Context: an optimization exercise on an open-source flow, tuned for small area, a short achievable clock period and few clock cycles. The choices shown serve that exercise and are no tape-out recipe.
In this exercise RTL edits were held to simulation tests only and were not proved equivalent to the original.
Power figures rest on the tool's default switching activity, not on a simulated workload.

Design meh16, start of the top module:
module meh16(
    input clk,
    input rst,
    input[15:0] in_port,
    output[15:0] out_port,
    output[11:0] mem_addr,
    output[15:0] mem_wdata,
    output mem_we,
    input[15:0] mem_rdata,
    output halted
);
For scale: ~1100 cells after synthesis, about 91 flip-flops, roughly 80 I/O pins, ~8200 sq um of cells after synthesis.
clock: 8.5 ns
lec_check: 0
cap_margin: 20
core_margin: 2
core_utilization: 50
cts_buf_list: sky130_fd_sc_hd__clkbuf_8
cts_cluster_size: 30
slew_margin: 20
standard.sh (not shown) runs the stock make flow with config.mk's settings and CLKGATE_MAP_FILE= SYNTH_SCRIPT=/design/flow/synth_recipe.tcl, a recipe that flattens the netlist after the stock synthesis.
==> flow/flow/run.sh <==
#!/bin/bash
set -euo pipefail
W=$PWD
sed "s#^source \$::env(SCRIPTS_DIR)/synth.tcl#source $W/flow_synth_body.tcl#" \
    synth_recipe.tcl > flow_synth.tcl
sed "s#^source \$::env(SCRIPTS_DIR)/synth_preamble.tcl\$#&\nset abc_args [list -script $W/flow/area.abc {*}\$lib_args {*}\$lib_dont_use_args -constr \$::env(OBJECTS_DIR)/abc.constr]#" \
    "$FLOW_HOME/scripts/synth.tcl" > flow_synth_body.tcl
grep -q "flow_synth_body.tcl" flow_synth.tcl
grep -q "flow/area.abc" flow_synth_body.tcl
bash standard.sh "SYNTH_SCRIPT=$W/flow_synth.tcl" \
    "BUFFER_PORTS_ARGS=-buffer_cell sky130_fd_sc_hd__buf_2" \
    SETUP_SLACK_MARGIN=5.3 finish > flow_make.log 2>&1
test -s out/final.def
==> flow/flow/area.abc <==
strash
&get -n
&st
&dch
&nf
&put
topo
The baseline completed without violations.
Testbench counts at the start, summed over its fixed seeds: cycles 87,416.
Rerun with:
CTS_BUF_LIST = unset   (was sky130_fd_sc_hd__clkbuf_8)
CTS_CLUSTER_SIZE = unset   (was 30)
=>
- The changed run passed the timing, design-rule and antenna checks
- area after synthesis is unchanged
- global-route usage fell by 0.19 points
- utilization rose by 1.9 points
- routed wire length rose by 1.2%
- critical path depth rose by 1
- total power rose by 9.5%

* * *

## before
Starting RTL as in the previous note.
export LEC_CHECK = 0
export CAP_MARGIN = 20
export CORE_MARGIN = 2
export CORE_UTILIZATION = 50
export CTS_BUF_LIST = sky130_fd_sc_hd__clkbuf_8
export CTS_CLUSTER_SIZE = 30
export SLEW_MARGIN = 20
create_clock -name core_clock -period 8.5 [get_ports {clk}]
==> flow/flow/run.sh <==
#!/bin/bash
set -euo pipefail
W=$PWD
sed "s#^source \$::env(SCRIPTS_DIR)/synth.tcl#source $W/flow_synth_body.tcl#" \
    synth_recipe.tcl > flow_synth.tcl
sed "s#^source \$::env(SCRIPTS_DIR)/synth_preamble.tcl\$#&\nset abc_args [list -script $W/flow/area.abc {*}\$lib_args {*}\$lib_dont_use_args -constr \$::env(OBJECTS_DIR)/abc.constr]#" \
    "$FLOW_HOME/scripts/synth.tcl" > flow_synth_body.tcl
grep -q "flow_synth_body.tcl" flow_synth.tcl
grep -q "flow/area.abc" flow_synth_body.tcl
bash standard.sh "SYNTH_SCRIPT=$W/flow_synth.tcl" \
    "BUFFER_PORTS_ARGS=-buffer_cell sky130_fd_sc_hd__buf_2" \
    SETUP_SLACK_MARGIN=5.2 finish > flow_make.log 2>&1
test -s out/final.def
Scripts as last shown in full above: flow/flow/area.abc
Testbench counts of before, summed over its fixed seeds: cycles 87,416.
Input changes introduced in after (baseline for comparison: before):
diff --git a/flow/flow/run.sh b/flow/flow/run.sh
--- a/flow/flow/run.sh
+++ b/flow/flow/run.sh
@@ -11,3 +11,3 @@
     "BUFFER_PORTS_ARGS=-buffer_cell sky130_fd_sc_hd__buf_2" \
-    SETUP_SLACK_MARGIN=5.2 finish > flow_make.log 2>&1
+    SETUP_SLACK_MARGIN=5.45 finish > flow_make.log 2>&1
 test -s out/final.def
==> run notes <==
after finished every stage and its layout cleared the timing, design-rule and antenna checks. Looking at maximum frequency from static timing analysis, after sits 2.5% below before. The met2 demand-to-capacity share in global routing of after exceeds that of before by 2.8 points. Detailed router's first-iteration violation count of after exceeds that of before by a few percent. Aggregate routed wire length in after vs before: up about 6%.

* * *

meh16 again, from the RTL that the note above started with.
==> flow/config.mk <==
export PLATFORM = sky130hd
export DESIGN_NAME = meh16
export DESIGN_NICKNAME = meh16
export VERILOG_FILES = /design/flow/design.v
export SDC_FILE = /design/flow/constraint.sdc
export NUM_CORES = 4
export LEC_CHECK = 0
export CAP_MARGIN = 20
export CORE_MARGIN = 2
export CORE_UTILIZATION = 45
export CTS_BUF_LIST = sky130_fd_sc_hd__clkbuf_8
export CTS_CLUSTER_SIZE = 30
export SLEW_MARGIN = 20
==> flow/constraint.sdc <==
create_clock -name core_clock -period 8.5 [get_ports {clk}]
set_input_delay 1.7000 -clock core_clock [delete_from_list [all_inputs] [get_ports {clk}]]
set_output_delay 1.7000 -clock core_clock [all_outputs]
set_load 0.01 [all_outputs]
==> flow/flow/run.sh <==
#!/bin/bash
set -euo pipefail
W=$PWD
sed "s#^source \$::env(SCRIPTS_DIR)/synth.tcl#source $W/flow_synth_body.tcl#" \
    synth_recipe.tcl > flow_synth.tcl
sed "s#^source \$::env(SCRIPTS_DIR)/synth_preamble.tcl\$#&\nset abc_args [list -script $W/flow/area.abc {*}\$lib_args {*}\$lib_dont_use_args -constr \$::env(OBJECTS_DIR)/abc.constr]#" \
    "$FLOW_HOME/scripts/synth.tcl" > flow_synth_body.tcl
grep -q "flow_synth_body.tcl" flow_synth.tcl
grep -q "flow/area.abc" flow_synth_body.tcl
bash standard.sh "SYNTH_SCRIPT=$W/flow_synth.tcl" \
    "BUFFER_PORTS_ARGS=-buffer_cell sky130_fd_sc_hd__buf_2" \
    SETUP_SLACK_MARGIN=5.3 finish > flow_make.log 2>&1
test -s out/final.def
Scripts as last shown in full above: flow/flow/area.abc
The baseline completed with no timing, DRC or antenna violations.
Testbench counts at the start, summed over its fixed seeds: cycles 87,416.
Change:
Settings changed: CORE_UTILIZATION 45 to 50, CTS_CLUSTER_SIZE 30 to 20.
=>
- The new run finished clean
- worst setup slack gets better by 0.12 ns
- routed wire length went down by about 9%
- non-clock buffer count came out lower by 29

[port drivers added, routing unchanged]
The results above use ideal ports. As a check the final layouts listed here were re-extracted and re-timed, cells and wires unchanged. Step 1: set_driving_cell puts a clkbuf_16 on clk and a buf_2 on each other input, an assumption about the parent block. Step 2 moves the port delays by t, midway between the first and last clock arrival at a register: inputs arrive t later, outputs are due t later. That takes back most of the time a late clock gives input paths. Three values: ideal ports, drivers, drivers and shift; two values: the first two.
run	t, ns	setup slack, ns	worst setup path at the end
the first run of note 1	0.444	5.204 / 5.204 / 4.908	input to register
the second run of note 1	0.410	5.199 / 5.199 / 4.843	input to register
before	0.432	5.206 / 5.166 / 4.907	input to register
after	0.433	5.122 / 5.122 / 4.914	input to register
the first run of note 3	0.440	5.083 / 5.083 / 4.847	input to register
the second run of note 3	0.444	5.204 / 5.204 / 4.908	input to register
After both steps every run listed still meets setup and hold. For the second run of note 1, which loses most, drivers alone change the setup slack by 0.000 ns; drivers and shift together by -0.356 ns.
